From an optimization exercise on the open Yosys and OpenROAD flow, aimed at small area and a short achievable clock period; shortcuts taken in it are not production practice.
In this exercise RTL edits were held to simulation tests only and were not proved equivalent to the original.
Power figures rest on the tool's default switching activity, not on a simulated workload.

==> flow/design.v <==
`timescale 1ns / 1ps
module cpu(
    input clk,
    input reset,
    output [31:0] imem_addr,
    input  [31:0] imem_rdata,
    output        dmem_re,
    output        dmem_we,
    output [31:0] dmem_addr,
    output [31:0] dmem_wdata,
    input  [31:0] dmem_rdata
    );
    wire [31:0] ins = imem_rdata;
    wire [6:0] opcode = ins[6:0];
    wire [2:0] funct3 = ins[14:12];
    wire [6:0] funct7 = ins[31:25];
    wire [4:0] rs1 = ins[19:15];
    wire [4:0] rs2 = ins[24:20];
    wire [4:0] rd  = ins[11:7];
    wire is_op    = (opcode == 7'b0110011);
    wire is_opimm = (opcode == 7'b0010011);
    wire is_load  = (opcode == 7'b0000011);
    wire is_store = (opcode == 7'b0100011);
    wire is_lui   = (opcode == 7'b0110111);
    wire is_br    = (opcode == 7'b1100011);
    wire [31:0] imm_i = {{20{ins[31]}}, ins[31:20]};
    wire [31:0] imm_s = {{20{ins[31]}}, ins[31:25], ins[11:7]};
    wire [31:0] imm_b = {{20{ins[31]}}, ins[7], ins[30:25], ins[11:8], 1'b0};
    wire [31:0] imm_u = {ins[31:12], 12'b0};
    reg [31:1] pc;
    assign imem_addr = {pc, 1'b0};
    wire [31:0] xq [1:31];
    wire [31:1] xv;
    reg [31:0] rv1, rv2;
    integer k;
    always @(*) begin
        rv1 = 32'd0;
        rv2 = 32'd0;
        for (k = 1; k < 32; k = k + 1) begin
            rv1 = rv1 | (xq[k] & {32{xv[k] && rs1 == k}});
            rv2 = rv2 | (xq[k] & {32{xv[k] && rs2 == k}});
        end
    end
    assign dmem_re = is_load;
    assign dmem_we = is_store;
    assign dmem_addr = rv1 + (ins[5] ? imm_s : imm_i);
    assign dmem_wdata = rv2;
    wire [31:0] op2 = ins[5] ? rv2 : imm_i;
    wire f7_zero = (funct7 == 7'b0000000);
    wire f7_alt  = (funct7 == 7'b0100000);
    wire sub = ins[5] & f7_alt;
    wire [31:0] sum = sub ? (rv1 - op2) : (rv1 + op2);
    wire lt  = ($signed(rv1) < $signed(op2));
    wire ltu = (rv1 < op2);
    wire sh_left = ~funct3[2];
    wire [31:0] rv1_rev;
    genvar b;
    generate
        for (b = 0; b < 32; b = b + 1) begin : rev_in
            assign rv1_rev[b] = rv1[31 - b];
        end
    endgenerate
    wire [31:0] sh0 = sh_left ? rv1_rev : rv1;
    wire fill = f7_alt & rv1[31] & ~sh_left;
    wire [4:0] shamt = op2[4:0];
    wire [31:0] sh1 = shamt[0] ? {fill, sh0[31:1]} : sh0;
    wire [31:0] sh2 = shamt[1] ? {{2{fill}}, sh1[31:2]} : sh1;
    wire [31:0] sh3 = shamt[2] ? {{4{fill}}, sh2[31:4]} : sh2;
    wire [31:0] sh4 = shamt[3] ? {{8{fill}}, sh3[31:8]} : sh3;
    wire [31:0] shr = shamt[4] ? {{16{fill}}, sh4[31:16]} : sh4;
    wire [31:0] shl;
    generate
        for (b = 0; b < 32; b = b + 1) begin : rev_out
            assign shl[b] = shr[31 - b];
        end
    endgenerate
    reg [31:0] alu;
    always @(*) begin
        case (funct3)
            3'b000: alu = sum;
            3'b001: alu = shl;
            3'b010: alu = {31'd0, lt};
            3'b011: alu = {31'd0, ltu};
            3'b100: alu = rv1 ^ op2;
            3'b101: alu = (f7_zero | f7_alt) ? shr : (rv1 + op2);
            3'b110: alu = rv1 | op2;
            default: alu = rv1 & op2;
        endcase
    end
    wire [31:0] wd = is_load ? dmem_rdata : (is_lui ? imm_u : alu);
    wire we = (is_op | is_opimm | is_load | is_lui) & (rd != 5'd0);
    wire beq  = (rv1 == rv2);
    wire blt  = ($signed(rv1) < $signed(rv2));
    wire bltu = (rv1 < rv2);
    reg cond;
    always @(*) begin
        case (funct3)
            3'b000: cond = beq;
            3'b001: cond = ~beq;
            3'b100: cond = blt;
            3'b101: cond = ~blt;
            3'b110: cond = bltu;
            3'b111: cond = ~bltu;
            default: cond = 1'b0;
        endcase
    end
    wire taken = is_br & cond;
    wire [31:1] pc_next = taken ? (pc + imm_b[31:1]) : (pc + 31'd2);
    always @(posedge clk or posedge reset) begin
        if (reset) pc <= 31'd0;
        else pc <= pc_next;
    end
    genvar r;
    generate
        for (r = 1; r < 32; r = r + 1) begin : regs
            reg v;
            reg [31:0] q;
            always @(posedge clk or posedge reset) begin
                if (reset) v <= 1'b0;
                else if (we && rd == r) v <= 1'b1;
            end
            always @(posedge clk) begin
                if (we && rd == r) q <= wd;
            end
            assign xq[r] = q;
            assign xv[r] = v;
        end
    endgenerate
endmodule
==> flow/run.sh <==
#!/bin/bash
# synth_recipe.tcl (not shown) runs the flow's synth.tcl, then flattens the netlist and writes it again
# the make line also repeats each setting of config.mk as NAME=value (left out here)
make -C /OpenROAD-flow-scripts/flow DESIGN_CONFIG=/design/flow/config.mk WORK_HOME=/design/flow/orfs CLKGATE_MAP_FILE= SYNTH_SCRIPT=/design/flow/synth_recipe.tcl finish
==> flow/config.mk <==
export PLATFORM = sky130hd
export DESIGN_NAME = cpu
export DESIGN_NICKNAME = cpu
export VERILOG_FILES = /design/flow/design.v
export SDC_FILE = /design/flow/constraint.sdc
export NUM_CORES = 4
export LEC_CHECK = 0
export CAP_MARGIN = 20
export CORE_MARGIN = 5
export CORE_UTILIZATION = 40
export PLACE_DENSITY = 0.6
export SETUP_SLACK_MARGIN = 4
export SLEW_MARGIN = 20
==> flow/constraint.sdc <==
create_clock -name core_clock -period 14.0 [get_ports {clk}]
set_input_delay 2.8000 -clock core_clock [delete_from_list [all_inputs] [get_ports {clk}]]
set_output_delay 2.8000 -clock core_clock [all_outputs]
set_load 0.01 [all_outputs]
==> results of run 1 <==
repair_timing:
item,4_1_cts,5_1_grt
pin swaps,68,29
buffers inserted,120,26
gates cloned,22,2
endpoints found under the hold margin,0,0
hold buffers,0,0
gates resized for setup,358,75
endpoints found under the setup margin,739,219
sequential cells by signal (all words and copies together), names as in the netlist:
name,flops
pc,31
regs.q,992
regs.v,31
final cells by class:
class / count / area share, %
diodes: 44 / 0.154
clock buffers: 137 / 4.16
well taps: 1930 / 3.38
flip-flops and latches: 1054 / 43.9
inverters: 153 / 0.809
multi-input cells: 3781 / 37.7
repair buffers: 654 / 8.88
clock inverters: 70 / 1.02
power groups by stage:
stage / Clock [mW] / Sequential (mW) / Combinational [mW]
6_report: 3.07 / 3.59 / 1.24
4_1_cts: 3.05 / 3.59 / 1.16
2_1_floorplan: 0 / 3.65 / 0.597
3_5_place_dp: 0 / 3.65 / 1.09
5_1_grt: 3.19 / 3.59 / 1.27
3_3_place_gp: 0 / 3.65 / 1.09
stage by stage:
stage          setup slack, ps  instance area (um^2)  utilization, %  instances  power, mW
4_1_cts                   3580                 70700            48.0       7751       7.80
2_1_floorplan             3980                 59100               -       5419       4.25
3_3_place_gp              1060                 64400            43.7       7402       4.74
3_5_place_dp              1160                 64400            43.7       7402       4.75
6_report                  3560                 71400            48.5       7823       7.89
5_1_grt                   3560                 71300            48.4       7794       8.05
cell usage in the layout (no fill, tap or decap), types with 79 or more instances in the layout:
cell type / synthesis / routed
sky130_fd_sc_hd__a21oi_1: 225 / 213
sky130_fd_sc_hd__a221oi_1: 98 / 95
sky130_fd_sc_hd__a22o_1: 87 / 87
sky130_fd_sc_hd__a22oi_1: 353 / 345
sky130_fd_sc_hd__and3_1: 145 / 104
sky130_fd_sc_hd__buf_4: 18 / 409
sky130_fd_sc_hd__clkbuf_16: 0 / 114
sky130_fd_sc_hd__clkdlybuf4s50_1: 0 / 137
sky130_fd_sc_hd__edfxtp_1: 992 / 992
sky130_fd_sc_hd__ha_1: 190 / 179
sky130_fd_sc_hd__inv_1: 146 / 144
sky130_fd_sc_hd__nand2_1: 341 / 340
sky130_fd_sc_hd__nand3_1: 461 / 452
sky130_fd_sc_hd__nand4_1: 256 / 256
sky130_fd_sc_hd__nor2_1: 246 / 208
sky130_fd_sc_hd__nor3_1: 165 / 159
sky130_fd_sc_hd__o21ai_0: 140 / 134
sky130_fd_sc_hd__xnor2_1: 80 / 79
worst min-delay path by stage:
| stage | end | slack (ps) |
|---|---|---|
| 2_1_floorplan | pc[31] | 500 |
| 3_3_place_gp | pc[31] | 460 |
| 3_5_place_dp | pc[31] | 480 |
| 4_1_cts | pc[31] | 490 |
| 5_1_grt | pc[31] | 520 |
| 6_report | pc[31] | 480 |
layer usage:
layer	wire length (um)	part of all wire [%]
met5	858	0.23
met4	39000	10
met3	62300	17
met2	144000	39
met1	126000	34
worst reg2reg max path, stage by stage (launching register included):
cell and delay (ps):
sky130_fd_sc_hd__dfrtp_1 1010, sky130_fd_sc_hd__and3_2 640, sky130_fd_sc_hd__buf_4 680, sky130_fd_sc_hd__a22o_1 330
sky130_fd_sc_hd__a221oi_1 60, sky130_fd_sc_hd__nand3_1 90, sky130_fd_sc_hd__nor2_1 50, sky130_fd_sc_hd__nand4_1 350
sky130_fd_sc_hd__inv_1 190, sky130_fd_sc_hd__a21oi_1 450, sky130_fd_sc_hd__ha_1 470, sky130_fd_sc_hd__or2_2 370
sky130_fd_sc_hd__o31ai_1 440, sky130_fd_sc_hd__a21oi_2 200, sky130_fd_sc_hd__o211ai_1 330, sky130_fd_sc_hd__a311o_1 330
sky130_fd_sc_hd__a221oi_2 130, sky130_fd_sc_hd__o31ai_1 520, sky130_fd_sc_hd__nand3_1 410, sky130_fd_sc_hd__a32oi_1 290
sky130_fd_sc_hd__nand3_1 100, sky130_fd_sc_hd__buf_4 260
cells by family (layout without fill, tap and decap cells):
logic type	after synthesis	in the layout	share of synthesized area (%)
AO/OA/AOI/OAI	1394	1397	17.1
XOR/XNOR	112	112	1.66
adder cells (fa/ha/maj)	194	194	4.16
buffers and inverters	591	1014	4.14
flip-flops	1054	1054	53.0
multiplexers	114	114	2.52
other	1	45	0.00634
AND/OR/NAND/NOR	1959	1963	17.4
==> notes.md, run 1 <==
* Met3 Use GR: 22.4%
- Together, buffers and inverters on the worst path number 5.
- Kind of cell with the highest combined delay on the critical path: compound AO/OA/AOI/OAI gates
- Row generation in the floorplan step produced 141 rows.
- Combinational Power Share: 15.7%
* Clk_skew: 106 ps
- Worst Tran Pin Value: 2790 ps
- Number of flops mapped to enable cells by yosys: 992
* Sequential Area: 31300 um^2
* WP data required: 11200 ps
- Placed wire-length estimate after detailed placement: 233 mm
* Horiz. Die Dim: 394 um
- The endpoint identified for the worst register-to-register timing path is regs[2].q[0].
- The final route contains 61300 vias.
- Pin count of the biggest net entering global routing: 63
- Grt met2 use: 62.5%
* Leading cell types by total area after synthesis: sky130_fd_sc_hd__edfxtp_1 50%, sky130_fd_sc_hd__a22oi_1 4.5%, sky130_fd_sc_hd__ha_1 4.0%
- Synthesis handed over a netlist of 5419 instances.
- Syn Std Cell Area: 59100 um^2
- Tcrit/Tclk final: 74.5%
- Total power density per cell area: 111 nW/um^2
* Share of async-settable or async-resettable flops after synthesis: 5.88%
* Buffers added on ports: 162
* Worst-skew pair later-pin latency: 790 ps
- Syn nets: 5679
* Final layout net count: 6015
- Top Usage Layer GRT: met2
* Fmax: 0.0958 GHz
- In this run the worst setup path terminates at dmem_addr[31].
- Final WL: 373 mm
- Routed wire length per instance: 47.6 um
* Crit path depth: 19
- The tightest min-delay check is of the reg -> reg type.
- The largest single stage delay on the critical path is 440 ps.
- IR analysis of the VDD net gives a maximum drop of 0.127 mV.
- Counting flops and latches in the post-synthesis netlist gives 1054.
* Unrepaired setup endpoints after global routing: true
- R2R Setup Slk: 5920 ps
- Number of filler cells placed in the layout: 13300
- Dividing the synthesized area by the synthesized cell count gives 10.9 um^2.
- Clock buffer count from CTS: 111
- Global routing used 54.1% of the available met1 tracks.
- The post-route netlist has 18.0% of its cells at a drive strength greater than 1.
- Net switching is 28.1% of the power.
- Number of warnings issued by yosys: 1
- Register-to-Register Path Depth: 21
* Multi-input gate area in the final layout: 26900 um^2
- Max-slew violations: 3
- Hold timing on the final database bottoms out at a slack of 482 ps.
- Clk pin slew, worst setup/hold paths: 60 ps
- Maximum root-to-sink buffer count: 3
* Clock network fraction of total power: 38.9%
* Clk root buf: sky130_fd_sc_hd__clkbuf_16
- Clock tree synthesis found a total of 1054 sinks.
* Beginning of the worst register-to-register path: regs[17].v
* Status: failed layout checks
* Count of maximum capacitance violations: 1
* Distinct cell type count after synthesis: 99
- The worst setup path is launched from an input port.
- The internal power of the cells totals 5.68 mW.
- Critical Path Slowest Stage Cell: sky130_fd_sc_hd__a2111oi_1
* DRC violations left: 0
- The number of endpoints with negative hold slack in the final report is 0.
* Setup TNS: 0 ps
- Initial cell density of the core: 40.1%
* Antenna Nets Post-Route: 0
- CP cell instances: buf_16 > and3_4 > buf_6 > and2_2 > buf_4 > a2111oi_1 > nand4_1 > or3_1 > buf_4 > ha_1 > or3_1 > a211oi_2 > nor3_2 > a221o_1 > o41ai_4 > o21ai_2 > o41ai_2 > xnor2_1 > buf_2
* Most used flip-flop cell after synthesis: sky130_fd_sc_hd__edfxtp_1
* Sequential share of power: 45.5%
* Setup-failing EPs final: 0
* Wire length of the first global-routing pass: 488 mm
* Deepest level of the CTS H-tree: 3
- Std-Cell Core Area: 147000 um^2
- Die boundary height: 394 um
* Area Overhead vs Synth: 20.8%
- The critical path starts at imem_rdata[19].
- Summed over all nets, the switching power comes to 2.22 mW.
* Overall fraction of global-route tracks in use: 45.4%
- The worst path needs 10440 ps of the cycle, external delays included.
- sky130_fd_sc_hd__edfxtp_1 is the most common cell in the netlist.
- The startpoint identified for the worst hold timing path is pc[31].
* Number of design-rule violations left by the first detailed-router iteration: 14500
- For this design the static power due to leakage is 25.1 nW.
- The checks that failed: max-capacitance violations, max-slew violations.
- Summed over its instances, the top area cell type makes up 50.4% of the synthesized netlist area.
* Crit path arrival time: 7640 ps
* Ranking of synthesized cells by instance count: 992 x sky130_fd_sc_hd__edfxtp_1, 461 x sky130_fd_sc_hd__nand3_1, 353 x sky130_fd_sc_hd__a22oi_1
- Largest area contributor in the synthesized netlist: sky130_fd_sc_hd__edfxtp_1
- Routability-driven placement congestion ratio: 1.04
- The number of antenna violations at the first check in global routing came to 35.
- The die covers 156000 um^2.
- Number of iterations in the first detailed-routing pass: 15
- The via count of the first global-routing pass came to 55800.
* Number of top-level pins: 164
- Dividing the detail-routed via count by the number of cells gives 7.84.
- In this run the worst path has a maximum fanout of 9.
- Proportion of synthesized chip area in sequential cells: 53.0%
* Capturing element type of the critical path: output port
- Setup Crit Path Kind: in -> out
- The worst pin sits at a relative slew slack of -88.2%.
- CTS tree: yes
- Global route total overflow: 0
- Cells on Worst Hold Path: 1
==> run 2: changes to the inputs <==
--- a/flow/design.v
+++ b/flow/design.v
@@ -1,2 +1,10 @@
+`timescale 1ns / 1ps
+module addr_add(
+    input [31:0] base,
+    input [31:0] offset,
+    output [31:0] addr
+    );
+    assign addr = base + offset;
+endmodule
 `timescale 1ns / 1ps
 module cpu(
@@ -44,5 +52,5 @@
     assign dmem_re = is_load;
     assign dmem_we = is_store;
-    assign dmem_addr = rv1 + (ins[5] ? imm_s : imm_i);
+    addr_add addr_adder (.base(rv1), .offset(ins[5] ? imm_s : imm_i), .addr(dmem_addr));
     assign dmem_wdata = rv2;
     wire [31:0] op2 = ins[5] ? rv2 : imm_i;
@@ -50,5 +58,5 @@
     wire f7_alt  = (funct7 == 7'b0100000);
     wire sub = ins[5] & f7_alt;
-    wire [31:0] sum = sub ? (rv1 - op2) : (rv1 + op2);
+    wire [31:0] sum = rv1 + (op2 ^ {32{sub}}) + {31'd0, sub};
     wire lt  = ($signed(rv1) < $signed(op2));
     wire ltu = (rv1 < op2);
@@ -83,5 +91,5 @@
             3'b011: alu = {31'd0, ltu};
             3'b100: alu = rv1 ^ op2;
-            3'b101: alu = (f7_zero | f7_alt) ? shr : (rv1 + op2);
+            3'b101: alu = (f7_zero | f7_alt) ? shr : sum;
             3'b110: alu = rv1 | op2;
             default: alu = rv1 & op2;
==> flow/flow/run.sh (new file) <==
#!/bin/bash
# The standard layout (standard.sh, ORFS synth to finish) with one change:
# repair_timing does not clone gates (SKIP_GATE_CLONING=1). Cloned gates could
# be legalised far from their loads, leaving long nets that break max slew.
set -euo pipefail
bash standard.sh SKIP_GATE_CLONING=1 finish > standard_flow.log 2>&1
==> flow/standard.sh (new file) <==
#!/bin/bash
# synth_recipe.tcl (not shown) runs the flow's synth.tcl, then flattens the netlist and writes it again
# the make line also repeats each setting of config.mk as NAME=value (left out here)
make -C /OpenROAD-flow-scripts/flow DESIGN_CONFIG=/design/flow/config.mk WORK_HOME=/design/flow/orfs CLKGATE_MAP_FILE= SYNTH_SCRIPT=/design/flow/synth_recipe.tcl "${@:-finish}"
--- a/flow/config.mk
+++ b/flow/config.mk
@@ -9,5 +9,6 @@
 export CORE_MARGIN = 5
 export CORE_UTILIZATION = 40
-export PLACE_DENSITY = 0.6
+export PLACE_DENSITY = 0.5
 export SETUP_SLACK_MARGIN = 4
 export SLEW_MARGIN = 20
+export SYNTH_HIERARCHICAL = 1
removed: flow/run.sh
==> run 2 against run 1 <==
- now clean on timing, DRC and antenna
- synthesized area decreased by 0.10%
- synthesized cell count shrank 3.3%
- wire length shrank 8.1%
- worst setup slack improved by 200 ps
- critical path type unchanged
- sequential power about the same
- largest power group unchanged
==> notes.md, run 2 <==
* Hold path endpoint: pc[31]
- DRC violations left: 0 (unchanged)
- Syn nets: 5527 (-2.7%)
* Worst Tran Pin Value: 1150 ps (-1640 ps)
- Placed wire-length estimate after detailed placement: 211 mm (-9.6%)
* Register bank with the most flops: regs.q
- The met2 wirelength from detailed routing is 136 mm (-5.7%).
* Maximum root-to-sink buffer count: 3 (unchanged)
* Initial cell density of the core: 40.1% (-0.041 points)
* Number of hold violations in the final report: 0 (unchanged)
* Registers with the most flip-flops: regs.q: 992 flops, pc: 31 flops, regs.v: 31 flops
- The number of warnings printed during yosys synthesis is 7 (+6).
- Post-Place Worst Slack: 1680 ps (+519 ps)
* Syn Std Cell Area: 59100 um^2 (-0.10%)
- Setup TNS: 0 ps (unchanged)
- Pin count of the biggest net entering global routing: 63 (unchanged)
* Cells on Worst Hold Path: 1 (unchanged)
- The stage delay of the slowest cell on the critical path came to 530 ps (+90 ps).
- CP cell instances: buf_16 > buf_16 > and3_1 > buf_4 > and2_1 > buf_6 > a2111oi_2 > nand4_1 > or3_4 > ha_2 > nand2_1 > o21ai_0 > a22o_1 > a311oi_4 > buf_4 > buf_6 > o311a_1 > or3_1 > buf_2
* Most frequent cells in the layout: 992 x sky130_fd_sc_hd__edfxtp_1, 392 x sky130_fd_sc_hd__a22oi_1, 359 x sky130_fd_sc_hd__nand2_1
- The final net count was 5774 (-4.0%).
- Die boundary height: 394 um (about the same)
- The relative slew slack was 22.9% (+110 points).
* Clk root buf: sky130_fd_sc_hd__clkbuf_16
- The number of flops mapped to enable cells by yosys was 992 (unchanged).
- The path class of the tightest hold or removal check is reg -> reg.
- R2R Setup Slk: 6480 ps (+560 ps)
- Leakage power summed over all cells: 26.0 nW (+3.7%)
- The final-report setup violation count is 0 (unchanged).
- Total number of vias: 57900 (-5.6%)
- Clk pin slew, worst setup/hold paths: 60 ps (about the same)
- In this run the critical register-to-register path is captured at regs[17].q[28].
- Setup Crit Path Kind: in -> out
- Antenna violations before repair: 35 (unchanged)
- Crit path arrival time: 7430 ps (-210 ps)
- Type of element launching the critical path: input port
- Leading cell type in the layout, fill and taps excluded: sky130_fd_sc_hd__edfxtp_1
- The minimum period implied by the final worst setup slack came to 10230 ps (-201 ps).
* Final WL: 343 mm (-8.1%)
- The share of flip-flops with an asynchronous set or reset came to 5.88% (unchanged).
- The max-slew violation total from the final report was 0 (-3).
- Ranked by instance count, the synthesized netlist is headed by 992 x sky130_fd_sc_hd__edfxtp_1, 395 x sky130_fd_sc_hd__a22oi_1, 361 x sky130_fd_sc_hd__nand2_1.
* Most used flip-flop cell after synthesis: sky130_fd_sc_hd__edfxtp_1
- Leading cell types by total area after synthesis: sky130_fd_sc_hd__edfxtp_1 50%, sky130_fd_sc_hd__a22oi_1 5.0%, sky130_fd_sc_hd__ha_1 4.7%
- Setup repair after global routing could not meet its margin everywhere.
* Met3 layer wire length in the routed design: 53.6 mm (-14%)
- The flow ran to the end and the layout has no timing, DRC or antenna violations.
- Number of design-rule violations left by the first detailed-router iteration: 11900 (-18%)
- The slack of the critical path is 3770 ps (+201 ps).
- Worst hold margin: 467 ps (-15.6 ps)
- The most common cell in the synthesized netlist is sky130_fd_sc_hd__edfxtp_1.
- The final routed wire length divided by cell count is 45.3 um (-5.0%).
- The reported max-cap violation count was 0 (-1).
- The worst reg2reg path depth is 24 (+14%).
- Routability-driven placement congestion ratio: 1.01 (-3.0%)
* Die area: 155000 um^2 (about the same)
* Area Overhead vs Synth: 19.6%
- Buffers added on ports: 162 (unchanged)
* Number of top-level pins: 164 (unchanged)
* CTS tree: yes
* Beginning of the worst register-to-register path: regs[10].v
- The synthesis-stage register bit count came to 1054 (unchanged).
* Proportion of synthesized chip area in sequential cells: 53.1% (+0.054 points)
* Final std cells w/o fill: 7569 (-3.2%)
* WP data required: 11200 ps (about the same)
- Via-per-instance ratio: 7.65 (-2.4%)
- Horiz. Die Dim: 394 um (about the same)
- The number of buffers inserted during clock tree synthesis came to 113 (+1.8%).
* Fmax: 0.0977 GHz (+2.0%)
- The proportion of netlist area held by the largest area contributor was 50.4% (+0.051 points).
- Post-Route M1 WL: 120 mm (-5.4%)
- Standard-cell row count: 141 (unchanged)
* Capturing element type of the critical path: output port
- Startpoint of the worst hold path: pc[31]
* Worst-skew pair later-pin latency: 810 ps (+20 ps)
- Among all stages on the critical path, the largest delay is contributed by sky130_fd_sc_hd__a2111oi_2.
- The power per cell area was 114 nW/um^2 (+3.4%).
- Flip-flop count of the largest register, all copies and words added: 992 (unchanged)
- Top metal layer carrying routed signals: met5
- The number of iterations in the first detailed-routing pass was 15 (unchanged).
- The post-route fraction of the period consumed by the critical path came to 73.1% (-1.4 points).
* Overall fraction of global-route tracks in use: 41.9% (-3.5 points)
- The clock sink count is 1054 (unchanged).
* Post-synthesis cell count: 5238 (-3.3%)
- The maximum clock skew at final layout came to 83.6 ps (-22.4 ps).
* Antenna Nets Post-Route: 0 (unchanged)
* Post-synthesis average cell area: 11.3 um^2 (+3.4%)
* # placed instances: 7174 (-3.1%)
* Global route total overflow: 0 (unchanged)
- The distinct cell type count after synthesis is 108 (+9.1%).
* Worst IR drop on VDD: 0.120 mV (-5.5%)
* Wire length of the first global-routing pass: 452 mm (-7.4%)
- Deepest level of the CTS H-tree: 3 (unchanged)
- The largest fanout of any net on the critical path is 18 (+9).
- Largest area contributor in the synthesized netlist: sky130_fd_sc_hd__edfxtp_1
* Proportion of layout cells with a drive suffix above 1: 17.3% (-0.72 points)
- The core area came to 147000 um^2 (unchanged).
* Vias in the first global route: 52600 (-5.6%)
run 2: changes by cell type after synthesis, moves of 27 or more:
cell                        change
sky130_fd_sc_hd__o21ai_0       +27
sky130_fd_sc_hd__nor2_1        -74
sky130_fd_sc_hd__nand3_1      -240
sky130_fd_sc_hd__a31oi_1       -31
sky130_fd_sc_hd__a21oi_1       -52
sky130_fd_sc_hd__nand4_1       -39
sky130_fd_sc_hd__ha_1          +30
sky130_fd_sc_hd__and3_1       +181
sky130_fd_sc_hd__nor3_1        -44
sky130_fd_sc_hd__a2111oi_0     +65
sky130_fd_sc_hd__a22oi_1       +42
run 2: worst max-delay path by stage:
stage                        start              to  slack (ps)  depth (start not counted)
finish              imem_rdata[17]   dmem_addr[31]        3770                         19
global route        imem_rdata[17]   dmem_addr[31]        3780                         19
CTS                 imem_rdata[19]   dmem_addr[31]        3950                         20
detailed placement  imem_rdata[19]   dmem_addr[27]        1680                         16
global placement    imem_rdata[19]   dmem_addr[27]        1690                         16
floorplan           imem_rdata[24]  regs[10].q[22]        4370                         23
run 2: metal layers:
| metal | global-route usage (%) | up-vias |
|---|---|---|
| met2 | 58.9 | 6371 |
| met1 | 50.9 | 28100 |
| met5 | 0.616 | - |
| li1 | - | 21500 |
| met4 | 29.8 | 14 |
| met3 | 18.8 | 1880 |
run 2: what timing repair did:
action	in CTS	in global routing
endpoints found under the setup margin	633	248
cloned	0	0
buffers inserted	100	26
resized for setup	323	92
hold buffers	0	0
pin swaps	49	34
run 2: cell type report:
cell class / count / area [um^2]
fillers: 13200 / 76700
flip-flops and latches: 1054 / 31300
multi-input cells: 3615 / 27100
repair buffers: 555 / 5160
clock buffers: 141 / 2940
well taps: 1930 / 2410
clock inverters: 73 / 968
inverters: 146 / 574
diodes: 55 / 138
run 2: metrics by stage:
| step | power (mW) | util, % | area, um^2 |
|---|---|---|---|
| after global routing | 8.26 | 47.9 | 70500 |
| after global placement | 4.82 | 43.4 | 63900 |
| after detailed placement | 4.82 | 43.4 | 63900 |
| final | 8.08 | 48.0 | 70700 |
| after floorplan | 4.30 | - | 59100 |
| after CTS | 8.01 | 47.4 | 69900 |
run 2: critical path: cells and delay by family:
family,cells,cell delay (ps)
AOI/OAI and AO/OA,5,1370
adders and majority gates,1,490
and+or+nand+nor,6,1470
buffers and inverters,7,1240
run 2: cells by family (layout without fill, tap and decap cells):
family	count (synthesis)	after routing	synth area share, %
compound gates	1437	1437	18.1
xor+xnor	104	104	1.54
fa+ha+maj	223	223	4.76
buf+inv	569	915	4.07
flops	1054	1054	53.1
mux	130	130	2.79
other cells	1	56	0.00635
simple gates	1720	1720	15.7
run 2: report_power, final:
group	switching [mW]	internal [mW]
combinational	0.832	0.440
clock	1.38	1.82
sequential	0.0424	3.56
total	2.26	5.82
run 2: per-module statistics from Yosys, one instance, submodules excluded:
| module | area [um^2] | times used |
|---|---|---|
| cpu | 57300 | 1 |
| addr_add | 1740 | 1 |
==> run 3: changes to the inputs <==
==> flow/flow/run.sh (replaced) <==
#!/bin/bash
# The standard layout (standard.sh: ORFS from synthesis to finish) with
# three settings changed:
#  - repair_timing does not clone gates (SKIP_GATE_CLONING=1): a clone can be
#    legalised far from its loads, leaving a long net that breaks max slew;
#  - clock tree: no dummy loads, and clkbuf_8 as the clock buffer;
#  - ports are buffered with buf_1 (repair_timing upsizes the critical ones).
set -euo pipefail
bash standard.sh SKIP_GATE_CLONING=1 \
  "CTS_ARGS=-sink_clustering_enable -repair_clock_nets -dont_use_dummy_load -buf_list sky130_fd_sc_hd__clkbuf_8" \
  "BUFFER_PORTS_ARGS=-buffer_cell sky130_fd_sc_hd__buf_1" \
  finish > standard_flow.log 2>&1
==> run 3 against run 2 <==
- still clean
- first-iteration DRC count down 6.0%
- sequential power about the same
- count of clock-buffer cells in the layout up 41
- synthesized cell count unchanged
- cell count down 1.1%
- non-clock buffer count down 29
- via count down 1.1%
- largest cell class unchanged
- largest power group unchanged
- highest routed layer unchanged
==> notes.md, run 3 <==
- The portion of total power attributed to the clock network came to 32.7% (-7.0 points).
* Proportion of synthesized chip area in sequential cells: 53.1% (unchanged)
* Combinational Power Share: 16.9% (+1.1 points)
- The buffer levels on the longest clock path was 3 (unchanged).
- Horiz. Die Dim: 394 um (unchanged)
* Switching pwr: 2.08 mW (-7.9%)
- Antenna Nets Post-Route: 0 (unchanged)
- The final standard cell count with taps included and fillers excluded is 7489 (-1.1%).
- Wire length of the first global-routing pass: 454 mm (+0.62%)
- Type of the worst min-delay path: reg -> reg
- Pin count of the biggest net entering global routing: 63 (unchanged)
* Number of clock sinks: 1054 (unchanged)
- The layout cell share with drive strength beyond 1 came to 16.7% (-0.52 points).
* Leakage power summed over all cells: 24.9 nW (-4.4%)
* Distinct cell type count after synthesis: 108 (unchanged)
- The number of violations reported at the end of detailed-routing iteration 0 is 11200 (-6.0%).
* Clk pin slew, worst setup/hold paths: 50 ps (about the same)
- The final-layout worst hold slack is 473 ps (+6.48 ps).
- The data required time of the worst path is 14640 ps (+3440 ps).
* Antenna violations before repair: 31 (-11%)
- The largest fanout of any net on the critical path is 31 (+13).
- Global route total overflow: 0 (unchanged)
- Top metal layer carrying routed signals: met5
* Area Overhead vs Synth: 15.2%
* Total number of vias: 57200 (-1.1%)
- The share of flip-flops with an asynchronous set or reset was 5.88% (unchanged).
- Clock period minus worst slack: 10050 ps (-189 ps)
* Die boundary height: 394 um (unchanged)
* Buffers added on ports: 162 (unchanged)
- Overall fraction of global-route tracks in use: 42.2% (+0.32 points)
- Sequential share of power: 50.4% (+5.8 points)
* Setup TNS: 0 ps (unchanged)
- The number of warnings printed during yosys synthesis is 7 (unchanged).
- Number of filler cells placed in the layout: 13600 (+2.6%)
- In the layout the commonest cells are 992 x sky130_fd_sc_hd__edfxtp_1, 391 x sky130_fd_sc_hd__a22oi_1, 360 x sky130_fd_sc_hd__nand2_1.
- The top-level I/O count is 164 (unchanged).
- The number of endpoints with negative hold slack in the final report is 0 (unchanged).
- The final core utilization is 46.2% (-1.8 points).
- Worst-skew pair later-pin latency: 990 ps (+180 ps)
- Switch share: 29.0% (+1.1 points)
- Vias in the first global route: 53100 (+0.86%)
* Crit path arrival time: 10680 ps (+3250 ps)
- Initial cell density of the core: 40.1% (unchanged)
- Flip-flop count of the largest register, all copies and words added: 992 (unchanged)
- DRC violations left: 0 (unchanged)
- Status: no timing/DRC/antenna violations
* Std-Cell Core Area: 147000 um^2 (unchanged)
- The synthesis-stage register bit count was 1054 (unchanged).
* Top-area cell type share of the netlist area: 50.4% (unchanged)
- The average via count per standard cell is 7.64 (about the same).
- Number of flops mapped to enable cells by yosys: 992 (unchanged)
- The number of rows in the core area came to 141 (unchanged).
- Post-Place Worst Slack: 2290 ps (+613 ps)
- The level count of the clock H-tree came to 4 (+1).
- Registers with the most flip-flops: regs.q: 992 flops, pc: 31 flops, regs.v: 31 flops
- The die area was 155000 um^2 (unchanged).
* Placed wire-length estimate after detailed placement: 209 mm (-1.1%)
- Register bank with the most flops: regs.q
- Leaving out fill and tap cells, the most frequent cell in the layout is sky130_fd_sc_hd__edfxtp_1.
- Post-synthesis average cell area: 11.3 um^2 (unchanged)
- The worst voltage drop across the vdd grid was 0.0984 mV (-18%).
* Design Power: 7.16 mW (-11%)
- The post-synthesis cell area came to 59100 um^2 (unchanged).
- Count of maximum capacitance violations: 0 (unchanged)
* Post-synthesis cell count: 5238 (unchanged)
- TritonCTS built the clock tree.
- sky130_fd_sc_hd__edfxtp_1 takes more of the synthesized area than any other cell.
- The hold-fix buffer count after cts is 0 (unchanged).
- The final instance area came to 68100 um^2 (-3.7%).
- Met3 layer wire length in the routed design: 54.0 mm (+0.66%)
- By area the synthesized netlist is led by sky130_fd_sc_hd__edfxtp_1 50%, sky130_fd_sc_hd__a22oi_1 5.0%, sky130_fd_sc_hd__ha_1 4.7%.
- Internal Pwr Total: 5.08 mW (-13%)
- Setup-failing EPs final: 0 (unchanged)
* # placed instances: 7163 (-0.15%)
- Unrepaired setup endpoints after global routing: true
- The slew at the pin closest to its max-slew limit came to 1200 ps (+45.2 ps).
- For this run, the leading register cell type out of synthesis is sky130_fd_sc_hd__edfxtp_1.
- Routability-driven placement congestion ratio: 1.03 (+1.7%)
- Number of iterations in the first detailed-routing pass: 12 (-3)
* Clk_skew: 175 ps (+91.0 ps)
- Clk root buf: sky130_fd_sc_hd__clkbuf_8
- Routed wire length per instance: 46.1 um (+1.9%)
* Setup Crit Path Kind: in -> reg
- The post-route met1 wirelength was 122 mm (+1.9%).
* Clock buffer count from CTS: 182 (+61%)
* Type of element launching the critical path: input port
- The power per cell area was 105 nW/um^2 (-8.0%).
- The final net count came to 5814 (+0.69%).
* Fmax: 0.0996 GHz (+1.9%)
* Most frequent cell after synthesis: sky130_fd_sc_hd__edfxtp_1
* Tcrit/Tclk final: 71.8% (-1.4 points)
- The placed cell area is 62900 um^2 (-1.7%).
* Syn nets: 5527 (unchanged)
* Worst Setup Slack, final: 3960 ps (+189 ps)
- After synthesis, the most frequently instantiated cells are 992 x sky130_fd_sc_hd__edfxtp_1, 395 x sky130_fd_sc_hd__a22oi_1, 361 x sky130_fd_sc_hd__nand2_1.
* Relative slew margins: 20.1% (-2.8 points)
- The aggregate routed wire length came to 345 mm (+0.84%).
- Routed length on met2: 138 mm (+1.8%)
- Capturing element type of the critical path: register
- The max-slew violation total from the final report came to 0 (unchanged).
run 3: cell count changes in the layout (fill, tap and decap cells not counted), sizes merged:
| cell | change |
|---|---|
| inv | -6 |
| clkdlybuf4s15 | -2 |
| clkinv | -41 |
| dlymetal6s2s | -8 |
| bufinv | -17 |
| diode | -19 |
| clkbuf | +52 |
| buf | +110 |
| clkdlybuf4s50 | -136 |
| clkinvlp | -9 |
| dlygate4sd2 | -4 |
run 3: area by class of cell:
cell class,count,area (um^2),share of cell area [%]
flip-flops and latches,1054,31300,46.0
well taps,1930,2410,3.55
clock buffers,182,2500,3.68
diodes,36,90.1,0.132
inverters,146,559,0.822
repair buffers,526,4100,6.03
multi-input cells,3615,27000,39.7
run 3: path summary, 6_finish.rpt:
kind                                start              to  slack (ps)  depth (start not counted)
max                        imem_rdata[23]  regs[18].q[28]        3960                         24
min                                pc[31]          pc[31]         470                          1
max reg2reg                    regs[10].v  regs[18].q[28]        6070                         21
min reg2reg                        pc[31]          pc[31]         470                          1
max in group asynchronous           reset       regs[6].v       11090                          3
min in group asynchronous           reset          pc[28]        2180                          3
run 3: modules after synthesis, one instance, submodules excluded:
module | flip-flops and latches | cell area (um^2) | cells | copies in the design
cpu | 1054 | 57300 | 4997 | 1
addr_add | 0 | 1740 | 241 | 1
run 3: what timing repair did:
action,in CTS,in global routing
setup buffers,55,52
pin swaps,26,48
endpoints found under the hold margin,0,0
resized for setup,254,121
setup endpoints to repair,123,138
run 3: routing by layer:
layer	global-route usage (%)	up-vias
met3	18.5	1780
met1	52.3	28100
met4	28.1	8
met2	59.5	5925
li1	-	21500
met5	0	-
run 3: power by group through the flow:
stage	Sequential, mW	Clock (mW)	Combinational, mW
6_report	3.61	2.34	1.21
5_1_grt	3.61	2.47	1.26
4_1_cts	3.61	2.34	1.14
3_5_place_dp	3.67	0	1.09
3_3_place_gp	3.67	0	1.09
2_1_floorplan	3.66	0	0.634
run 3: critical path, cell delays in order:
cell,delay [ps]
sky130_fd_sc_hd__clkbuf_2,90
sky130_fd_sc_hd__buf_4,390
sky130_fd_sc_hd__or3b_2,700
sky130_fd_sc_hd__nor3_4,690
sky130_fd_sc_hd__buf_4,360
sky130_fd_sc_hd__a222oi_1,140
sky130_fd_sc_hd__nand4_1,130
sky130_fd_sc_hd__nor4_1,60
sky130_fd_sc_hd__nand4_1,550
sky130_fd_sc_hd__inv_1,380
sky130_fd_sc_hd__o31ai_1,850
sky130_fd_sc_hd__ha_1,340
sky130_fd_sc_hd__nand2_1,140
sky130_fd_sc_hd__or4_1,520
sky130_fd_sc_hd__a211oi_1,330
sky130_fd_sc_hd__nor2_1,170
sky130_fd_sc_hd__o211ai_1,190
sky130_fd_sc_hd__buf_4,180
sky130_fd_sc_hd__a2111oi_4,80
sky130_fd_sc_hd__o41ai_2,490
sky130_fd_sc_hd__xor2_1,240
sky130_fd_sc_hd__a221oi_1,130
sky130_fd_sc_hd__a21oi_2,230
sky130_fd_sc_hd__buf_4,380
run 3: kinds of logic (layout without fill, tap and decap cells):
logic type      after synthesis  count (layout)  synth area share, %
simple gates               1720            1720                 15.7
compound gates             1437            1437                 18.1
buf+inv                     569             854                 4.07
other cells                   1              37              0.00635
flops                      1054            1054                 53.1
xor+xnor                    104             104                 1.54
mux                         130             130                 2.79
fa+ha+maj                   223             223                 4.76
==> run 4: changes to the inputs <==
--- a/flow/design.v
+++ b/flow/design.v
@@ -1,2 +1,19 @@
+`timescale 1ns / 1ps
+module RegFile(
+    input [32*31-1:0] q,
+    input [31:1] v,
+    input [4:0] rs,
+    output [31:0] rd
+    );
+    wire [31:0] x [0:31];
+    assign x[0] = 32'd0;
+    genvar k;
+    generate
+        for (k = 1; k < 32; k = k + 1) begin : g
+            assign x[k] = v[k] ? q[(k-1)*32 +: 32] : 32'd0;
+        end
+    endgenerate
+    assign rd = x[rs];
+endmodule
 `timescale 1ns / 1ps
 module addr_add(
@@ -38,16 +55,9 @@
     reg [31:1] pc;
     assign imem_addr = {pc, 1'b0};
-    wire [31:0] xq [1:31];
+    wire [32*31-1:0] xq;
     wire [31:1] xv;
-    reg [31:0] rv1, rv2;
-    integer k;
-    always @(*) begin
-        rv1 = 32'd0;
-        rv2 = 32'd0;
-        for (k = 1; k < 32; k = k + 1) begin
-            rv1 = rv1 | (xq[k] & {32{xv[k] && rs1 == k}});
-            rv2 = rv2 | (xq[k] & {32{xv[k] && rs2 == k}});
-        end
-    end
+    wire [31:0] rv1, rv2;
+    RegFile rport1 (.q(xq), .v(xv), .rs(rs1), .rd(rv1));
+    RegFile rport2 (.q(xq), .v(xv), .rs(rs2), .rd(rv2));
     assign dmem_re = is_load;
     assign dmem_we = is_store;
@@ -131,5 +141,5 @@
                 if (we && rd == r) q <= wd;
             end
-            assign xq[r] = q;
+            assign xq[(r-1)*32 +: 32] = q;
             assign xv[r] = v;
         end
==> run 4 against run 3 <==
- sequential power fell by 1%
- clock power barely moved
- flip-flop and latch count unchanged
- critical path depth down 4
- wire length down 5.7%
- clock skew decreased by 42 ps
- highest routed layer unchanged
==> notes.md, run 4 <==
- Status: no timing/DRC/antenna violations
- Top-area cell type share of the netlist area: 51.6% (+1.1 points)
- Distinct cell type count after synthesis: 90 (-17%)
- The stage delay of the slowest cell on the critical path is 610 ps (-240 ps).
- The number of buffers and inverters on the critical path was 6 (unchanged).
- The internal power of the cells came to 4.97 mW (-2.1%).
* Leakage power summed over all cells: 24.7 nW (-0.82%)
* Setup-failing EPs final: 0 (unchanged)
- The signal arrival time at the worst endpoint is 7480 ps (-3200 ps).
- The aggregate negative setup slack is 0 ps (unchanged).
- The clock sink count was 1054 (unchanged).
- The cell count after placement was 6877 (-4.0%).
- The net switching power is 1.91 mW (-8.0%).
- Top Usage Layer GRT: met2
- The maximum clock skew at final layout is 132 ps (-42.5 ps).
- Maximum root-to-sink buffer count: 3 (unchanged)
- The worst hold path belongs to the class reg -> reg.
- Most used flip-flop cell after synthesis: sky130_fd_sc_hd__edfxtp_1
* Post-synthesis cell count: 4910 (-6.3%)
* Largest area contributor in the synthesized netlist: sky130_fd_sc_hd__edfxtp_1
- The level count of the clock H-tree is 4 (unchanged).
- Final std cells w/o fill: 7199 (-3.9%)
- Clk pin slew, worst setup/hold paths: 50 ps (about the same)
- The DRC violation count after routing was 0 (unchanged).
- Syn nets: 5206 (-5.8%)
- Flip-flop count of the largest register, all copies and words added: 992 (unchanged)
- Area Overhead vs Synth: 15.9%
* Clock network fraction of total power: 33.8% (+1.1 points)
* Final layout net count: 5569 (-4.2%)
* Relative slew margins: 10.9% (-9.2 points)
- The slack of the critical path came to 3720 ps (-234 ps).
- Clock buffer count from CTS: 181 (-0.55%)
- Number of design-rule violations left by the first detailed-router iteration: 10100 (-9.0%)
* FF-to-FF End: regs[5].q[31]
- Buffers added on ports: 162 (unchanged)
- The number of rows in the core area is 139 (-1.4%).
* CTS tree: yes
- The worst reg2reg path depth was 21 (unchanged).
- The critical path is of the in -> out type.
* Routed wire length per instance: 45.2 um (-1.9%)
- Startpoint of the worst hold path: regs[26].v
- The core area was 144000 um^2 (-2.5%).
* Initial cell density of the core: 40.2% (+0.12 points)
* Unrepaired setup endpoints after global routing: true
- The worst voltage drop across the vdd grid came to 0.0675 mV (-31%).
- The top cell types in the final layout, fill and taps aside, are 992 x sky130_fd_sc_hd__edfxtp_1, 606 x sky130_fd_sc_hd__a22oi_1, 485 x sky130_fd_sc_hd__and3_1.
* Ranking of synthesized cells by instance count: 992 x sky130_fd_sc_hd__edfxtp_1, 616 x sky130_fd_sc_hd__a22oi_1, 497 x sky130_fd_sc_hd__and3_1
- Most frequent cell after synthesis: sky130_fd_sc_hd__edfxtp_1
- By area the synthesized netlist is led by sky130_fd_sc_hd__edfxtp_1 52%, sky130_fd_sc_hd__a22oi_1 8.0%, sky130_fd_sc_hd__and3_1 5.4%.
- Count of maximum capacitance violations: 0 (unchanged)
- Cells on Worst Hold Path: 1 (unchanged)
- The number of iterations in the first detailed-routing pass was 11 (-1).
- The aggregate routed wire length is 326 mm (-5.7%).
* Largest driver fanout on the critical path: 14 (-55%)
- The number of antenna violations at the first check in global routing is 27 (-13%).
* Share of the core filled with cells in the final layout: 46.6% (+0.42 points)
- Die boundary height: 390 um (-1.1%)
* Leading cell type in the layout, fill and taps excluded: sky130_fd_sc_hd__edfxtp_1
- Vias in the first global route: 49400 (-7.0%)
* Wire length of the first global-routing pass: 428 mm (-5.8%)
* Max-slew violations: 0 (unchanged)
- Horiz. Die Dim: 390 um (-1.1%)
* CP cell instances: clkbuf_8 > and3b_1 > buf_4 > and2_2 > buf_6 > a22oi_1 > nand4_1 > or4_4 > ha_4 > a211o_1 > buf_4 > o22ai_2 > a21oi_2 > a311o_1 > a211o_1 > a21o_1 > buf_4 > a31oi_2 > xnor2_1 > buf_2
* Share of async-settable or async-resettable flops after synthesis: 5.88% (unchanged)
- The setup slack on the worst flop-to-flop path is 6310 ps (+240 ps).
- The top-level I/O count came to 164 (unchanged).
- Number of hold violations in the final report: 0 (unchanged)
- The half-perimeter wire length after detailed placement was 200 mm (-4.3%).
- Overall fraction of global-route tracks in use: 41.1% (-1.1 points)
- The achievable clock frequency is 0.0973 GHz (-2.3%).
- Antenna Nets Post-Route: 0 (unchanged)
* Proportion of layout cells with a drive suffix above 1: 18.5% (+1.7 points)
- The average footprint of a synthesized cell is 11.8 um^2 (+4.4%).
- Clock period minus worst slack: 10280 ps (+234 ps)
- Combinational Power Share: 14.4% (-2.5 points)
- The worst register-to-register path begins at regs[26].v.
- Hold path endpoint: regs[26].v
* Number of flops mapped to enable cells by yosys: 992 (unchanged)
* Capturing element type of the critical path: output port
- The clock latency on the worst-skew pair came to 930 ps (-60 ps).
- Kind of cell with the highest combined delay on the critical path: compound AO/OA/AOI/OAI gates
* Number of warnings issued by yosys: 8 (+1)
- Syn Std Cell Area: 57800 um^2 (-2.2%)
- Total power density per cell area: 103 nW/um^2 (-2.3%)
- The global-route met3 utilization came to 15.9% (-2.5 points).
* Worst Tran Pin Value: 1300 ps (+104 ps)
* Sequential share of power: 51.8% (+1.4 points)
* Type of element launching the critical path: input port
- Most numerous cell on the critical path: sky130_fd_sc_hd__buf_4
- The data required time of the worst path is 11200 ps (-3440 ps).
- Proportion of synthesized chip area in sequential cells: 54.2% (+1.2 points)
* Cts-stage hold buffer count: 0 (unchanged)
* Tcrit/Tclk final: 73.4% (+1.7 points)
- The average via count per standard cell is 7.46 (-2.3%).
* Post-Place Worst Slack: 2110 ps (-183 ps)
- More flip-flops sit in one register than any other, and that register is regs.q.
- Total number of vias: 53700 (-6.1%)
* Crit path depth: 20 (-17%)
- Routability-driven placement congestion ratio: 0.980 (-4.7%)
- Routing usage on met1: 51.2% (-1.1 points)
- The largest net degree at the start of global routing is 64 (+1.6%).
- The aggregate global routing overflow came to 0 (unchanged).
- Worst hold margin: 488 ps (+14.3 ps)
- Critical Path Slowest Stage Cell: sky130_fd_sc_hd__or4_4
- Die area: 152000 um^2 (-2.1%)
* Origin of the worst setup path: imem_rdata[17]
- The synthesis-stage register bit count is 1054 (unchanged).
* Grt met2 use: 59.0% (-0.50 points)
- Registers with the most flip-flops: regs.q: 992 flops, pc: 31 flops, regs.v: 31 flops
- Switch share: 27.8% (-1.3 points)
* Clk root buf: sky130_fd_sc_hd__clkbuf_8
[run 4: cell types whose count changed in the layout (fill, tap and decap cells not counted), moves of 37 or more]
| cell | change |
|---|---|
| sky130_fd_sc_hd__nor3_1 | -87 |
| sky130_fd_sc_hd__o21ai_0 | -68 |
| sky130_fd_sc_hd__a221oi_1 | -82 |
| sky130_fd_sc_hd__nor4_1 | -37 |
| sky130_fd_sc_hd__a22o_1 | -85 |
| sky130_fd_sc_hd__a21oi_1 | +78 |
| sky130_fd_sc_hd__mux2i_1 | -40 |
| sky130_fd_sc_hd__nand2_1 | -211 |
| sky130_fd_sc_hd__nand4_1 | -159 |
| sky130_fd_sc_hd__a22oi_1 | +215 |
| sky130_fd_sc_hd__and3_1 | +186 |
[run 4: cells by family (layout without fill, tap and decap cells)]
logic type,after synthesis,in the layout,share of synthesized area [%]
AO/OA/AOI/OAI,1447,1447,18.4
XOR/XNOR,122,122,1.85
adder cells (fa/ha/maj),230,230,5.02
buffers and inverters,493,854,3.70
flip-flops,1054,1054,54.2
multiplexers,106,106,2.64
other,1,26,0.00649
AND/OR/NAND/NOR,1457,1457,14.1
[run 4: what timing repair did]
action / 4_1_cts / 5_1_grt
pin swaps: 60 / 56
setup endpoints to repair: 168 / 337
endpoints found under the hold margin: 0 / 0
setup buffers: 89 / 26
gates resized for setup: 285 / 105
[run 4: area by class of cell]
type                    instances  area [um^2]
well taps                    1903         2380
flip-flops and latches       1054        31300
multi-input cells            3363        26000
fillers                     13200        76700
repair buffers                539         4160
inverters                     134          505
diodes                         25         62.6
clock buffers                 181         2490
[run 4: power by group through the flow]
stage | logic [mW] | registers [mW] | clock network (mW)
floorplan | 0.532 | 3.62 | 0
global placement | 0.907 | 3.63 | 0
detailed placement | 0.908 | 3.63 | 0
CTS | 0.944 | 3.56 | 2.32
global route | 1.04 | 3.57 | 2.46
finish | 0.993 | 3.57 | 2.33
[run 4: stage by stage]
stage | power [mW] | instance area [um^2]
3_5_place_dp | 4.53 | 61700
5_1_grt | 7.07 | 66900
6_report | 6.88 | 67000
4_1_cts | 6.83 | 66100
3_3_place_gp | 4.53 | 61600
2_1_floorplan | 4.16 | 57800
[run 4: worst reg2reg max path, stage by stage, from the launching register on]
cell	delay, ps
sky130_fd_sc_hd__dfrtp_1	380
sky130_fd_sc_hd__and3b_1	300
sky130_fd_sc_hd__and2_2	490
sky130_fd_sc_hd__buf_4	440
sky130_fd_sc_hd__a2111oi_2	640
sky130_fd_sc_hd__nand3_1	190
sky130_fd_sc_hd__or4_1	780
sky130_fd_sc_hd__mux2_2	390
sky130_fd_sc_hd__nor2_1	90
sky130_fd_sc_hd__a21oi_1	60
sky130_fd_sc_hd__ha_1	420
sky130_fd_sc_hd__a21o_1	270
sky130_fd_sc_hd__a31oi_1	230
sky130_fd_sc_hd__o221ai_1	220
sky130_fd_sc_hd__o31ai_1	310
sky130_fd_sc_hd__o31ai_2	170
sky130_fd_sc_hd__a21o_1	230
sky130_fd_sc_hd__a31oi_1	440
sky130_fd_sc_hd__o221ai_1	290
sky130_fd_sc_hd__nor4_1	330
sky130_fd_sc_hd__o32a_1	280
sky130_fd_sc_hd__buf_4	430
[run 4: worst max-delay path by stage]
stage	end	slack, ps
2_1_floorplan	dmem_addr[30]	4010
3_3_place_gp	dmem_addr[30]	2300
3_5_place_dp	dmem_addr[30]	2110
4_1_cts	dmem_addr[30]	3840
5_1_grt	dmem_addr[30]	3680
6_report	dmem_addr[26]	3720
[run 4: per-layer routing]
| metal | vias up | wire length [um] | part of all wire (%) |
|---|---|---|---|
| li1 | 20400 | - | - |
| met1 | 26600 | 115000 | 35 |
| met2 | 5269 | 133000 | 41 |
| met3 | 1435 | 49000 | 15 |
| met4 | 16 | 27900 | 8.6 |
| met5 | - | 447 | 0.14 |
[run 4: Yosys stat by module, one instance, submodules excluded]
module,cell area (um^2),cells
cpu,42700,2710
addr_add,1500,202
RegFile,6790,999
==> run 5: changes to the inputs <==
--- a/flow/design.v
+++ b/flow/design.v
@@ -1,19 +1,2 @@
-`timescale 1ns / 1ps
-module RegFile(
-    input [32*31-1:0] q,
-    input [31:1] v,
-    input [4:0] rs,
-    output [31:0] rd
-    );
-    wire [31:0] x [0:31];
-    assign x[0] = 32'd0;
-    genvar k;
-    generate
-        for (k = 1; k < 32; k = k + 1) begin : g
-            assign x[k] = v[k] ? q[(k-1)*32 +: 32] : 32'd0;
-        end
-    endgenerate
-    assign rd = x[rs];
-endmodule
 `timescale 1ns / 1ps
 module addr_add(
@@ -22,5 +5,26 @@
     output [31:0] addr
     );
-    assign addr = base + offset;
+    wire [31:0] p0 = base ^ offset;
+    wire [31:0] g0 = base & offset;
+    wire [31:0] g [0:5];
+    wire [31:0] p [0:5];
+    assign g[0] = g0;
+    assign p[0] = p0;
+    genvar l, i;
+    generate
+        for (l = 0; l < 5; l = l + 1) begin : lvl
+            for (i = 0; i < 32; i = i + 1) begin : bit_
+                if (((i >> l) & 1) == 1) begin : comb
+                    localparam integer j = ((i >> l) << l) - 1;
+                    assign g[l+1][i] = g[l][i] | (p[l][i] & g[l][j]);
+                    assign p[l+1][i] = p[l][i] & p[l][j];
+                end else begin : pass
+                    assign g[l+1][i] = g[l][i];
+                    assign p[l+1][i] = p[l][i];
+                end
+            end
+        end
+    endgenerate
+    assign addr = p0 ^ {g[5][30:0], 1'b0};
 endmodule
 `timescale 1ns / 1ps
@@ -55,9 +59,16 @@
     reg [31:1] pc;
     assign imem_addr = {pc, 1'b0};
-    wire [32*31-1:0] xq;
+    wire [31:0] xq [1:31];
     wire [31:1] xv;
-    wire [31:0] rv1, rv2;
-    RegFile rport1 (.q(xq), .v(xv), .rs(rs1), .rd(rv1));
-    RegFile rport2 (.q(xq), .v(xv), .rs(rs2), .rd(rv2));
+    reg [31:0] rv1, rv2;
+    integer k;
+    always @(*) begin
+        rv1 = 32'd0;
+        rv2 = 32'd0;
+        for (k = 1; k < 32; k = k + 1) begin
+            rv1 = rv1 | (xq[k] & {32{xv[k] && rs1 == k}});
+            rv2 = rv2 | (xq[k] & {32{xv[k] && rs2 == k}});
+        end
+    end
     assign dmem_re = is_load;
     assign dmem_we = is_store;
@@ -141,5 +152,5 @@
                 if (we && rd == r) q <= wd;
             end
-            assign xq[(r-1)*32 +: 32] = q;
+            assign xq[r] = q;
             assign xv[r] = v;
         end
==> run 5 against run 4 <==
- sequential power increased by 2%
- synthesized area is 1.8% higher
- die area up 1.7%
- cell area down 0.57%
- core utilization fell by 0.99 points
- clock skew down 12 ps
- largest cell class unchanged
- wire length up 6.1%
- non-clock buffer count decreased by 40
- still clean on timing, DRC and antenna
- hold slack better by 27 ps
==> notes.md, run 5 <==
- Most frequent cells in the layout: 992 x sky130_fd_sc_hd__edfxtp_1, 447 x sky130_fd_sc_hd__a22oi_1, 381 x sky130_fd_sc_hd__nand2_1
- Via-per-instance ratio: 7.69 (+3.1%)
- Origin of the worst setup path: imem_rdata[19]
- Yosys instantiated no cell more often than sky130_fd_sc_hd__edfxtp_1.
- The final core utilization is 45.6% (-0.99 points).
- Clk root buf: sky130_fd_sc_hd__clkbuf_8
* Tcrit/Tclk final: 71.9% (-1.5 points)
- Number of iterations in the first detailed-routing pass: 14 (+3)
- The total global routing track utilization was 42.6% (+1.4 points).
- Total number of vias: 57400 (+6.9%)
* Count of maximum capacitance violations: 0 (unchanged)
* Worst Tran Pin Value: 1210 ps (-92.1 ps)
- The leakage component of the power is 24.4 nW (-1.0%).
- Worst Setup Slack, final: 3930 ps (+208 ps)
* Setup Crit Path Kind: in -> out
- Share of async-settable or async-resettable flops after synthesis: 5.88% (unchanged)
- FF-to-FF End: regs[29].q[27]
* XOR/XNOR Fraction of Synth Area: 1.59% (-0.26 points)
* Deepest level of the CTS H-tree: 4 (unchanged)
- Status: no timing/DRC/antenna violations
* Number of hold violations in the final report: 0 (unchanged)
- The net count of the mapped netlist was 5546 (+6.5%).
* Number of clock sinks: 1054 (unchanged)
- Routed wire length per instance: 46.3 um (+2.3%)
* Most used flip-flop cell after synthesis: sky130_fd_sc_hd__edfxtp_1
* Die boundary height: 393 um (+0.86%)
- CP cell instances: buf_6 > and3b_4 > buf_4 > and2_4 > buf_12 > a22oi_1 > nand3_1 > or4_1 > buf_4 > ha_2 > a211oi_4 > o211ai_1 > a22oi_2 > a21oi_2 > a221o_2 > mux2i_1 > buf_2
- The aggregate global routing overflow came to 0 (unchanged).
- Crit path arrival time: 7270 ps (-210 ps)
- Std-Cell Core Area: 146000 um^2 (+1.6%)
- The footprint of the multi-input gates came to 26100 um^2 (+0.22%).
* Area Overhead vs Synth: 13.2%
- By area, the combinational part of the netlist is dominated by compound AO/OA/AOI/OAI gates.
* Post-Place Worst Slack: 2560 ps (+449 ps)
- Placed wire-length estimate after detailed placement: 211 mm (+5.8%)
* Syn Std Cell Area: 58800 um^2 (+1.8%)
* Largest driver fanout on the critical path: 13 (-1)
- Worst-skew pair later-pin latency: 970 ps (+40 ps)
- WP data required: 11200 ps (about the same)
- Beginning of the worst register-to-register path: regs[13].v
- The mux share of post-synthesis cell area came to 2.69% (+0.056 points).
* Ranking of synthesized cells by instance count: 992 x sky130_fd_sc_hd__edfxtp_1, 448 x sky130_fd_sc_hd__a22oi_1, 391 x sky130_fd_sc_hd__nand2_1
- The final net count is 5803 (+4.2%).
- Placed cell areas: 62600 um^2 (+1.5%)
- The power per cell area is 112 nW/um^2 (+8.8%).
* Routability-driven placement congestion ratio: 1.08 (+9.8%)
- The proportion of netlist area held by the largest area contributor came to 50.7% (-0.89 points).
* CTS tree: yes
* Clk_skew: 120 ps (-12.3 ps)
* Design Power: 7.44 mW (+8.2%)
- Leading cell types by total area after synthesis: sky130_fd_sc_hd__edfxtp_1 51%, sky130_fd_sc_hd__a22oi_1 5.7%, sky130_fd_sc_hd__ha_1 4.7%
* Worst hold margin: 514 ps (+26.8 ps)
- The number of rows in the core area came to 140 (+0.72%).
* Horiz. Die Dim: 393 um (+0.86%)
- Largest area contributor in the synthesized netlist: sky130_fd_sc_hd__edfxtp_1
* Type of the worst min-delay path: reg -> reg
- Proportion of layout cells with a drive suffix above 1: 15.3% (-3.2 points)
- Flip-flop count of the largest register, all copies and words added: 992 (unchanged)
- Synth Area in Compound Gates: 17.8% (-0.65 points)
* Number of top-level pins: 164 (unchanged)
- Type of element launching the critical path: input port
- Relative slew margins: 18.7% (+7.8 points)
- Register bank with the most flops: regs.q
* Area share of and/or/nand/nor cells after synthesis: 15.5% (+1.4 points)
- Number of filler cells placed in the layout: 13500 (+2.4%)
- STA classifies the critical path endpoint as an output port.
* # placed instances: 7178 (+4.4%)
- Adder-cell area share of the yosys netlist: 4.90% (-0.12 points)
- DRC violations left: 0 (unchanged)
- The starting utilization of the core area came to 40.3% (+0.076 points).
* End point of the critical path: dmem_addr[31]
- The number of warnings printed during yosys synthesis is 8 (unchanged).
- Proportion of synthesized chip area in sequential cells: 53.3% (-0.94 points)
- Setup repair after global routing could not meet its margin everywhere.
- Antenna Nets Post-Route: 0 (unchanged)
- On the critical path, the stage with the largest delay is an instance of sky130_fd_sc_hd__and2_4.
- The worst reg2reg path depth came to 24 (+14%).
* Worst IR drop on VDD: 0.0814 mV (+20%)
* Highest cell delay on the worst timing path: 550 ps (-60 ps)
* Post-synthesis average cell area: 11.2 um^2 (-4.9%)
- Die area: 155000 um^2 (+1.7%)
* Most numerous cell on the critical path: sky130_fd_sc_hd__buf_4
* Final WL: 346 mm (+6.1%)
* Clk pin slew, worst setup/hold paths: 50 ps (about the same)
- The minimum period implied by the final worst setup slack is 10070 ps (-208 ps).
* Fmax: 0.0993 GHz (+2.1%)
- The synthesis-stage register bit count came to 1054 (unchanged).
* Clock buffer count from CTS: 177 (-2.2%)
- Wire length of the first global-routing pass: 456 mm (+6.6%)
- The max-slew violation total from the final report came to 0 (unchanged).
- The final standard cell count with taps included and fillers excluded is 7465 (+3.7%).
* Leading cell type in the layout, fill and taps excluded: sky130_fd_sc_hd__edfxtp_1
- Vias in the first global route: 53000 (+7.2%)
- Buffers added on ports: 162 (unchanged)
- The final-report setup violation count came to 0 (unchanged).
* Post-synthesis cell count: 5254 (+7.0%)
- Setup TNS: 0 ps (unchanged)
- Number of flops mapped to enable cells by yosys: 992 (unchanged)
- Maximum root-to-sink buffer count: 3 (unchanged)
* Sequential Area: 31300 um^2 (unchanged)
- The number of violations reported at the end of detailed-routing iteration 0 came to 12900 (+27%).
- Final non-filler cell area: 66600 um^2 (-0.57%)
- The number of antenna violations at the first check in global routing came to 39 (+44%).
- The largest net degree at the start of global routing was 63 (-1.6%).
* Registers with the most flip-flops: regs.q: 992 flops, pc: 31 flops, regs.v: 31 flops
- The setup slack on the worst flop-to-flop path was 5800 ps (-510 ps).
- Distinct cell type count after synthesis: 104 (+16%)
==> run 5: worst max-delay path, delay by kind of cell <==
| family | cells | cell delay (ps) |
|---|---|---|
| buffers and inverters | 5 | 1160 |
| and+or+nand+nor | 4 | 1320 |
| AOI/OAI and AO/OA | 6 | 1340 |
| adders and majority gates | 1 | 400 |
| muxes | 1 | 170 |
==> run 5: kinds of logic (layout without fill, tap and decap cells) <==
family,count (synthesis),in the layout
compound gates,1409,1409
xor+xnor,107,107
flops,1054,1054
fa+ha+maj,226,226
other cells,1,40
buf+inv,588,843
mux,125,125
simple gates,1744,1744
==> run 5: repair_timing <==
action                                  CTS  global route
setup buffers                            40            30
endpoints found under the setup margin   61           360
pin swaps                                17            13
hold buffers                              0             0
gates resized for setup                 134            98
endpoints found under the hold margin     0             0
==> run 5: how the worst min path moves through the flow <==
stage          startpoint          to  slack [ps]  cells past startpoint
2_1_floorplan   regs[4].v   regs[4].v         440                      1
3_3_place_gp       pc[31]      pc[31]         450                      1
3_5_place_dp   regs[11].v  regs[11].v         490                      1
4_1_cts        regs[11].v  regs[11].v         510                      1
5_1_grt            pc[31]      pc[31]         520                      1
6_report           pc[31]      pc[31]         510                      1
==> run 5: per-layer routing <==
metal  global-route usage (%)  share of wire [%]
met2                     60.3                 40
met1                     52.1                 35
met5                   0.0313              0.039
met3                     18.2                 16
met4                     29.7                9.5
==> run 5: area by class of cell <==
class / instances / area share, %
sequential: 1054 / 47.1
multi-input combinational: 3612 / 39.2
timing repair buffer: 499 / 5.40
clock buffer: 177 / 3.66
tap: 1917 / 3.60
inverter: 167 / 0.945
antenna: 39 / 0.147
==> run 5: power breakdown <==
part	switching (mW)	internal (mW)
clock network	1.19	1.11
logic	1.04	0.470
registers	0.0467	3.58
total	2.29	5.16
==> run 5: modules after synthesis, one instance, submodules excluded <==
module    area [um^2]  flip-flops and latches
cpu             57300                    1054
addr_add         1460                       0

## afterwards: timing with drivers on the ports
No port has a modelled driver above. Below, the same layouts with a new extraction and two added sets of constraints.
Step 1 sets driving cells, clkbuf_16 on the clock port and buf_2 on the other inputs (assumed; they add their load-dependent delay and slew).
Step 2 moves the port delays by t, midway between the first and last clock arrival at a register: inputs arrive t later, outputs are due t later. That takes back most of the time a late clock gives input paths.
a / b / c = ideal / step 1 / step 2; a / b = the first two.
run	t (ns)	setup slack, ns	worst register clock-pin slew, ns	worst data-port slew with drivers (ns)
run 1	0.819	3.565 / 3.390 / 3.096	0.07 / 0.07	0.22
run 2	0.853	3.766 / 3.704 / 3.098	0.07 / 0.07	0.08
run 3	0.983	3.955 / 3.905 / 3.027	0.07 / 0.07	0.07
run 4	0.942	3.721 / 3.682 / 3.026	0.07 / 0.07	0.07
run 5	0.991	3.928 / 3.819 / 3.029	0.07 / 0.07	0.13
The setup slack of run 3, which loses most, moves by -0.050 ns with the drivers and by -0.928 ns with both steps.
